This is an optimization exercise on Yosys and OpenROAD, whose aim is small area and a short achievable clock period, not a production implementation.
In this exercise RTL edits were held to simulation tests only and were not proved equivalent to the original.
Power is estimated from default activity; no workload was simulated.

## mips_id_ex
module mips_id_ex(
    input  wire        clk,
    input  wire        rst,
    input  wire        wb_reg_write,
    input  wire [4:0]  wb_write_reg_location,
    input  wire [31:0] mem_wb_write_data,
    input  wire [31:0] if_id_instr,
    input  wire [31:0] if_id_npc,
    output wire [1:0]  ex_mem_wb,
    output wire        ex_mem_branch,
    output wire        ex_mem_memread,
    output wire        ex_mem_memwrite,
    output wire [31:0] ex_mem_npc,
    output wire        ex_mem_zero,
    output wire [31:0] ex_mem_alu_result,
    output wire [31:0] ex_mem_rdata2,
    output wire [4:0]  ex_mem_write_reg
);
    wire [1:0]  id_ex_wb;
    wire [2:0]  id_ex_mem;
    wire [4:0]  id_ex_alu;
    wire [31:0] id_ex_target, id_ex_rs_val, id_ex_rt_val, id_ex_b;
    wire [4:0]  id_ex_write_reg;
    wire        id_ex_cleared;
    decode id0 (
        .clk(clk),
        .rst(rst),
        .wb_reg_write(wb_reg_write),
        .wb_write_reg_location(wb_write_reg_location),
        .mem_wb_write_data(mem_wb_write_data),
        .if_id_instr(if_id_instr),
        .if_id_npc(if_id_npc),
        .id_ex_wb(id_ex_wb),
  ...
For scale: roughly 210 I/O pins, ~0.054 mm2 of cells after synthesis.
==> module rf_read_port, before the edit <==
module rf_read_port(
    input  wire [31:0]   sel,
    input  wire [1023:0] regs,
    output wire [31:0]   data
);
    genvar i, j;
    generate
        for (i = 0; i < 32; i = i + 1) begin : bitn
            wire [10:0] n1;
            wire [3:0]  n2;
            wire        n3a, n3b;
            for (j = 0; j < 10; j = j + 1) begin : trio
                rf_aoi222 g1 (.a1(sel[3*j]),   .a2(regs[32*(3*j) + i]),
                              .b1(sel[3*j+1]), .b2(regs[32*(3*j+1) + i]),
                              .c1(sel[3*j+2]), .c2(regs[32*(3*j+2) + i]),
                              .y(n1[j]));
            end
            rf_aoi22 g1l (.a1(sel[30]), .a2(regs[32*30 + i]),
                          .b1(sel[31]), .b2(regs[32*31 + i]),
                          .y(n1[10]));
            rf_nand3 g2a (.a(n1[0]), .b(n1[1]), .c(n1[2]),  .y(n2[0]));
            rf_nand3 g2b (.a(n1[3]), .b(n1[4]), .c(n1[5]),  .y(n2[1]));
            rf_nand3 g2c (.a(n1[6]), .b(n1[7]), .c(n1[8]),  .y(n2[2]));
            rf_nand2 g2d (.a(n1[9]), .b(n1[10]),            .y(n2[3]));
            rf_nor2  g3a (.a(n2[0]), .b(n2[1]), .y(n3a));
            rf_nor2  g3b (.a(n2[2]), .b(n2[3]), .y(n3b));
            rf_nand2 g4  (.a(n3a), .b(n3b), .y(data[i]));
        end
    endgenerate
endmodule
clock: 5.0 ns
lec_check: 0
abc_area: 0
cap_margin: 20
core_margin: 2
core_utilization: 40
setup_slack_margin: 2.6
slew_margin: 20
synth_hierarchical: 1
synth_minimum_keep_size: 0
run.sh (not shown) runs the stock make flow with config.mk's settings and CLKGATE_MAP_FILE= SYNTH_SCRIPT=/design/flow/synth_recipe.tcl, a recipe that flattens the netlist after the stock synthesis.
Edit:
--- a/flow/design.v
+++ b/flow/design.v
@@ -121,9 +121,9 @@
     genvar i, j;
     generate
         for (i = 0; i < 32; i = i + 1) begin : bitn
             wire [10:0] n1;
-            wire [3:0]  n2;
+            wire [2:0]  n2;
             wire        n3a, n3b;
             for (j = 0; j < 10; j = j + 1) begin : trio
                 rf_aoi222 g1 (.a1(sel[3*j]),   .a2(regs[32*(3*j) + i]),
                               .b1(sel[3*j+1]), .b2(regs[32*(3*j+1) + i]),
@@ -132,14 +132,13 @@
             end
             rf_aoi22 g1l (.a1(sel[30]), .a2(regs[32*30 + i]),
                           .b1(sel[31]), .b2(regs[32*31 + i]),
                           .y(n1[10]));
-            rf_nand3 g2a (.a(n1[0]), .b(n1[1]), .c(n1[2]),  .y(n2[0]));
-            rf_nand3 g2b (.a(n1[3]), .b(n1[4]), .c(n1[5]),  .y(n2[1]));
-            rf_nand3 g2c (.a(n1[6]), .b(n1[7]), .c(n1[8]),  .y(n2[2]));
-            rf_nand2 g2d (.a(n1[9]), .b(n1[10]),            .y(n2[3]));
+            rf_nand4 g2a (.a(n1[0]), .b(n1[1]), .c(n1[2]), .d(n1[3]), .y(n2[0]));
+            rf_nand4 g2b (.a(n1[4]), .b(n1[5]), .c(n1[6]), .d(n1[7]), .y(n2[1]));
+            rf_nand3 g2c (.a(n1[8]), .b(n1[9]), .c(n1[10]), .y(n2[2]));
             rf_nor2  g3a (.a(n2[0]), .b(n2[1]), .y(n3a));
-            rf_nor2  g3b (.a(n2[2]), .b(n2[3]), .y(n3b));
+            rf_inv   g3b (.a(n2[2]), .y(n3b));
             rf_nand2 g4  (.a(n3a), .b(n3b), .y(data[i]));
         end
     endgenerate
 endmodule
@@ -148,14 +147,20 @@
 endmodule
 module rf_aoi22(input wire a1, a2, b1, b2, output wire y);
     assign y = ~((a1 & a2) | (b1 & b2));
 endmodule
+module rf_nand4(input wire a, b, c, d, output wire y);
+    assign y = ~(a & b & c & d);
+endmodule
 module rf_nand3(input wire a, b, c, output wire y);
     assign y = ~(a & b & c);
 endmodule
 module rf_nor2(input wire a, b, output wire y);
     assign y = ~(a | b);
 endmodule
+module rf_inv(input wire a, output wire y);
+    assign y = ~a;
+endmodule
 module rf_nand2(input wire a, b, output wire y);
     assign y = ~(a & b);
 endmodule
 `timescale 1ns / 1ps
Effect: Fmax drops slightly; routed wire length rises slightly; cell area hardly moves; sequential cell count stays the same; area after synthesis stays flat; register-to-register slack stays flat; clock power is about the same; first-iteration DRC count goes up by a few percent.

[separate check: timing with driven ports]
The results above use ideal ports. As a check the final layouts listed here were re-extracted and re-timed, cells and wires unchanged.
Step 1 (the two cells are an assumption about what drives the block):
set clk [get_ports {clk}]
set_driving_cell -lib_cell sky130_fd_sc_hd__clkbuf_16 $clk
set_driving_cell -lib_cell sky130_fd_sc_hd__buf_2 [delete_from_list [all_inputs] $clk]
Step 2 adds t to the input delays and takes it off the output delays; t is the mean of the earliest and latest rising clock arrival at the registers after step 1. Input paths then give back, and output paths get back, about the clock's delay inside the block.
Slacks: ideal / step 1 / step 2; pairs: ideal / step 1.
run | t, ns | setup WS [ns] | worst setup path after step 2 | latest minus earliest clock arrival (ns) | worst slew at a driven data input, ns
the first run | 0.861 | 2.490 / 2.536 / 1.675 | input to register | 0.046 / 0.046 | 0.12
the second run | 0.865 | 2.471 / 2.512 / 1.647 | input to register | 0.038 / 0.038 | 0.24
After both steps setup and hold are still met in every run listed. For the second run, which loses most, drivers alone change the setup slack by +0.041 ns; drivers and shift together by -0.824 ns.
